Source: an optimization exercise on an open RTL-to-GDS flow (aim: small area). Production flows keep margins and buffers that such runs may drop. At most, simulation tests tie the RTL to the original design; equivalence was not proved. Power figures rest on the tool's default switching activity, not on a simulated workload.

==> flow/design.v <==
module Sudoku_Solver
	#(parameter p_CLKs_PB = 16)  
	(input i_Clk,
	 input i_Rx_UART,
	 input i_Switch_1,
	 output logic o_Tx_UART);
	localparam [1:0] RX = 2'd0, SOLVE = 2'd1, TX = 2'd2;
	wire rst = i_Switch_1;
	logic [269:0] ring;
	wire [9:0] head = ring[269:260];
	logic [1:0] p_cb, p_ri, p_rb;        
	logic [1:0] t_ci, t_cb, t_ri, t_rb;  
	logic [1:0] ph;
	logic       pf;
	wire        pend = pf;
	wire        f = pf;
	logic [3:0] a, b, c;
	logic       bs;
	wire [3:0] data = a, idx = b, timer = c;
	wire       busy = bs;                 
	wire       s = bs;                    
	wire [8:0] mask = {c[0], b, a};       
	wire [1:0] r = c[2:1];
	function automatic [11:0] dpd_dec(input [9:0] c);
		logic p, q, r, s_, t, u, v, w, x, y;
		{p, q, r, s_, t, u, v, w, x, y} = c;
		if (!v)
			dpd_dec = {1'b0, p, q, r, 1'b0, s_, t, u, 1'b0, w, x, y};
		else case ({w, x})
			2'b00: dpd_dec = {1'b0, p, q, r, 1'b0, s_, t, u, 3'b100, y};
			2'b01: dpd_dec = {1'b0, p, q, r, 3'b100, u, 1'b0, s_, t, y};
			2'b10: dpd_dec = {3'b100, r, 1'b0, s_, t, u, 1'b0, p, q, y};
			default: case ({s_, t})
				2'b00: dpd_dec = {3'b100, r, 3'b100, u, 1'b0, p, q, y};
				2'b01: dpd_dec = {3'b100, r, 1'b0, p, q, u, 3'b100, y};
				2'b10: dpd_dec = {1'b0, p, q, r, 3'b100, u, 3'b100, y};
				default: dpd_dec = {3'b100, r, 3'b100, u, 3'b100, y};
			endcase
		endcase
	endfunction
	function automatic [9:0] dpd_enc(input [11:0] g);
		logic a, b, c, d, e, f_, g_, h, i, j, k, m;
		{a, b, c, d, e, f_, g_, h, i, j, k, m} = g;
		case ({a, e, i})
			3'b000: dpd_enc = {b, c, d, f_, g_, h, 1'b0, j, k, m};
			3'b001: dpd_enc = {b, c, d, f_, g_, h, 3'b100, m};
			3'b010: dpd_enc = {b, c, d, j, k, h, 3'b101, m};
			3'b011: dpd_enc = {b, c, d, 2'b10, h, 3'b111, m};
			3'b100: dpd_enc = {j, k, d, f_, g_, h, 3'b110, m};
			3'b101: dpd_enc = {f_, g_, d, 2'b01, h, 3'b111, m};
			3'b110: dpd_enc = {j, k, d, 2'b00, h, 3'b111, m};
			default: dpd_enc = {2'b00, d, 2'b11, h, 3'b111, m};
		endcase
	endfunction
	wire [11:0] dg = dpd_dec(head);
	wire [3:0] d0 = dg[11:8], d1 = dg[7:4], d2 = dg[3:0];
	wire z0 = d0 == 4'd0, z1 = d1 == 4'd0, z2 = d2 == 4'd0;
	wire tick = &timer;
	wire endf = tick & idx == 4'd12;
	wire last = p_rb[1] & p_ri[1] & p_cb[1];
	wire e_rb = p_rb == t_rb;
	wire e_ri = p_ri == t_ri;
	wire e_cb = p_cb == t_cb;
	wire row  = e_rb & e_ri;
	wire at_t = row & e_cb;
	wire [1:0] rsel = ph == TX ? t_ci : s ? r : 2'd2;
	logic [3:0] dr;
	always_comb
		case (rsel)
			2'd0:    dr = d0;
			2'd1:    dr = d1;
			default: dr = d2;
		endcase
	logic zj;
	always_comb
		case (t_ci)
			2'd0:    zj = z0;
			2'd1:    zj = z1;
			2'd2:    zj = z2;
			default: zj = 1'b0;
		endcase
	function automatic [8:0] onehot(input [3:0] d);
		for (int n = 0; n < 9; n++)
			onehot[n] = d == 4'(n + 1);
	endfunction
	wire peer = !s | row | (e_rb & e_cb) | (e_cb & r == t_ci);
	wire [8:0] seen = peer ? onehot(dr) : 9'd0;
	wire [8:0] zm = ~mask;
	wire single = (zm & (zm - 9'd1)) == 9'd0;
	wire [3:0] digit = {zm[7] | zm[8],
			    zm[3] | zm[4] | zm[5] | zm[6],
			    zm[1] | zm[2] | zm[5] | zm[6],
			    zm[0] | zm[2] | zm[4] | zm[6] | zm[8]};
	wire special = z0 | z1 | z2;
	wire tx_go    = ph == TX & !busy & at_t;
	wire rx_start = ph == RX & !busy & tick & !i_Rx_UART;
	wire rx_wr    = ph == RX & pend & at_t;
	wire done_t   = at_t & r[1];
	wire s_next   = ph == SOLVE & (s ? !done_t : zj);
	logic       wr;
	logic [1:0] wsel;
	logic [3:0] wval;
	always_comb begin
		wsel = t_ci;
		if (ph == RX) begin
			wr = rx_wr;
			wval = data;
		end else begin
			wr = ph == SOLVE & s & done_t & single;
			wval = digit;
		end
	end
	wire clr = rx_wr & t_ci == 2'd0;
	wire [3:0] n0 = wr && wsel == 2'd0 ? wval : d0;
	wire [3:0] n1 = wr && wsel == 2'd1 ? wval : clr ? 4'd0 : d1;
	wire [3:0] n2 = wr && wsel == 2'd2 ? wval : clr ? 4'd0 : d2;
	always_ff @(posedge i_Clk)
		ring <= {ring[259:0], dpd_enc({n0, n1, n2})};
	always_ff @(posedge i_Clk) begin
		p_cb <= p_cb[1] ? 2'd0 : p_cb + 2'd1;
		if (p_cb[1]) begin
			p_ri <= p_ri[1] ? 2'd0 : p_ri + 2'd1;
			if (p_ri[1])
				p_rb <= p_rb[1] ? 2'd0 : p_rb + 2'd1;
		end
		if (ph == RX) begin
			if (tick && busy && idx == 4'd7)
				pf <= 1'b1;
			else if (rx_wr)
				pf <= 1'b0;
		end else
			pf <= last | (f & !special);
		case (ph)
			RX, TX: begin
				if (rx_wr || tx_go) begin
					t_ci <= t_ci[1] ? 2'd0 : t_ci + 2'd1;
					if (t_ci[1]) begin
						t_cb <= t_cb[1] ? 2'd0 : t_cb + 2'd1;
						if (t_cb[1]) begin
							t_ri <= t_ri[1] ? 2'd0 : t_ri + 2'd1;
							if (t_ri[1])
								t_rb <= t_rb + 2'd1;
						end
					end
				end
				if (t_rb == 2'd3 && !busy && ph == RX)
					ph <= SOLVE;
			end
			SOLVE: begin
				if (!s)
					{t_rb, t_ri, t_cb} <= {p_rb, p_ri, p_cb};
				if (last && !s_next)
					t_ci <= t_ci[1] ? 2'd0 : t_ci + 2'd1;
				if (last && f && !special && !busy) begin
					ph <= TX;
					{t_rb, t_ri, t_cb, t_ci} <= 8'd0;
				end
			end
			default: ;
		endcase
		if (ph == SOLVE) begin
			bs <= s_next;
			{c[0], b, a} <= (s ? mask : 9'd0) | seen;
			if (!s_next)
				c[2:1] <= 2'd2;
			else if (!s)
				c[2:1] <= 2'd0;
			else if (at_t)
				c[2:1] <= r + 2'd1;
		end else begin
			c <= tx_go ? 4'd0 : timer + 4'd1;
			bs <= rx_start | tx_go | (busy & !endf);
			b <= (rx_start | tx_go ? 4'd3 : idx) + {3'd0, tick & !tx_go};
			if (tx_go)
				a <= dr;
			else if (tick && busy && idx[3:2] == 2'b01)
				a <= {i_Rx_UART, data[3:1]};
		end
		if (rst) begin
			{p_rb, p_ri, p_cb} <= 6'd0;
			{t_rb, t_ri, t_cb, t_ci} <= 8'd0;
			ph <= RX;
			bs <= 1'b0;
			pf <= 1'b0;
			c <= 4'd0;
		end
	end
	always_comb
		if (!(ph == TX && busy))
			o_Tx_UART = 1'b1;
		else if (idx[3:2] == 2'b01)
			o_Tx_UART = data[0];
		else
			o_Tx_UART = idx[3] ? !idx[1] : !idx[0];
endmodule
clock: 10.0 ns
lec_check: 0
abc_area: 1
cap_margin: 40
core_margin: 2
core_utilization: 30
place_density: 0.5
slew_margin: 20
standard.sh (not shown) runs the stock make flow with config.mk's settings and CLKGATE_MAP_FILE= SYNTH_SCRIPT=/design/flow/synth_recipe.tcl, a recipe that flattens the netlist after the stock synthesis.
==> flow/flow/run.sh <==
#!/bin/bash
# The standard layout (standard.sh), with three changes:
#  - synthesis: flow/my_synth.tcl, the standard flow's synthesis script with abc's mapping script
#    replaced by flow/abc_area.script;
#  - port buffers: sky130_fd_sc_hd__buf_1 (one per input and output port, as before);
#  - clock tree synthesis: the arguments in flow/cts_args.txt (no dummy loads).
# make/ORFS output goes to standard.log; ORFS's per-step logs are under orfs/logs.
set -euo pipefail
W="$(pwd)"
CTS="$(cat flow/cts_args.txt)"
bash standard.sh "SYNTH_SCRIPT=$W/flow/my_synth.tcl" "FLOW_ABC_SCRIPT=$W/flow/abc_area.script" \
  "BUFFER_PORTS_ARGS=-buffer_cell sky130_fd_sc_hd__buf_1" \
  "CTS_ARGS=$CTS" finish > standard.log 2>&1
==> flow/flow/abc_area.script <==
strash
&get -n
&deepsyn -T 20
&dch -f
&nf -R 1000
&put
strash
&get -n
&dch -f
&nf -R 1000
&put
topo
==> flow/flow/cts_args.txt <==
-sink_clustering_enable -repair_clock_nets -dont_use_dummy_load -sink_clustering_size 12 -sink_clustering_max_diameter 45 -buf_list sky130_fd_sc_hd__clkbuf_4
==> flow/flow/my_synth.tcl <==
# The standard synthesis (synth_recipe.tcl) with two changes to the combinational
# mapping only: abc's script is flow/abc_area.script (area-oriented &deepsyn/&nf
# mapping), and adders are left to abc instead of ORFS's half/full adder cells.
# Registers are mapped by ORFS's dfflibmap exactly as in the standard synthesis.
proc synth {args} { yosys synth -nofsm -noshare {*}$args }
proc abc {args} {
  set i [lsearch -exact $args -script]
  if { $i >= 0 } { lset args [expr { $i + 1 }] $::env(FLOW_ABC_SCRIPT) }
  yosys abc {*}$args
}
unset -nocomplain ::env(ADDER_MAP_FILE)
source $::env(SCRIPTS_DIR)/synth.tcl
# left out here: clear keep_hierarchy, flatten, clean up, hide names made inside functions, write 1_2_yosys.v
Edit:
--- a/flow/design.v
+++ b/flow/design.v
@@ -109,12 +109,11 @@
 			wr = ph == SOLVE & s & done_t & single;
 			wval = digit;
 		end
 	end
-	wire clr = rx_wr & t_ci == 2'd0;
 	wire [3:0] n0 = wr && wsel == 2'd0 ? wval : d0;
-	wire [3:0] n1 = wr && wsel == 2'd1 ? wval : clr ? 4'd0 : d1;
-	wire [3:0] n2 = wr && wsel == 2'd2 ? wval : clr ? 4'd0 : d2;
+	wire [3:0] n1 = wr && wsel == 2'd1 ? wval : d1;
+	wire [3:0] n2 = wr && wsel == 2'd2 ? wval : d2;
 	always_ff @(posedge i_Clk)
 		ring <= {ring[259:0], dpd_enc({n0, n1, n2})};
 	always_ff @(posedge i_Clk) begin
 		p_cb <= p_cb[1] ? 2'd0 : p_cb + 2'd1;
Effect: The new run passed the timing, design-rule and antenna checks; core utilization went down by 0.29 points; via count went up by 0.34%; routed wire length hardly moves; setup slack degrades by 0.28 ns; final area went down by 0.86%; die area is about the same; global-route usage barely changes; total power went down by 0.48%; hold slack improves by 0.054 ns.
The RTL of the first run of this note was laid out without a check of its function.

re-timing with driven ports:
No port has a modelled driver above. Below, the same layouts with a new extraction and two added sets of constraints. Step 1 sets driving cells, clkbuf_16 on the clock port and buf_2 on the other inputs (assumed; they add their load-dependent delay and slew). Step 2 also shifts input and output timing later by t, the mid clock arrival at the registers, as if the neighbouring blocks saw the same clock. Three values: ideal ports, drivers, drivers and shift; two values: the first two.
run | t (ns) | setup WS [ns] | hold WS [ns] | latest minus earliest clock arrival (ns)
the first run | 0.602 | 6.291 / 6.253 / 6.648 | 0.241 / 0.241 / 0.241 | 0.107 / 0.107
the second run | 0.686 | 6.009 / 5.968 / 6.424 | 0.295 / 0.295 / 0.295 | 0.038 / 0.038
After both steps setup and hold are still met in every run listed.
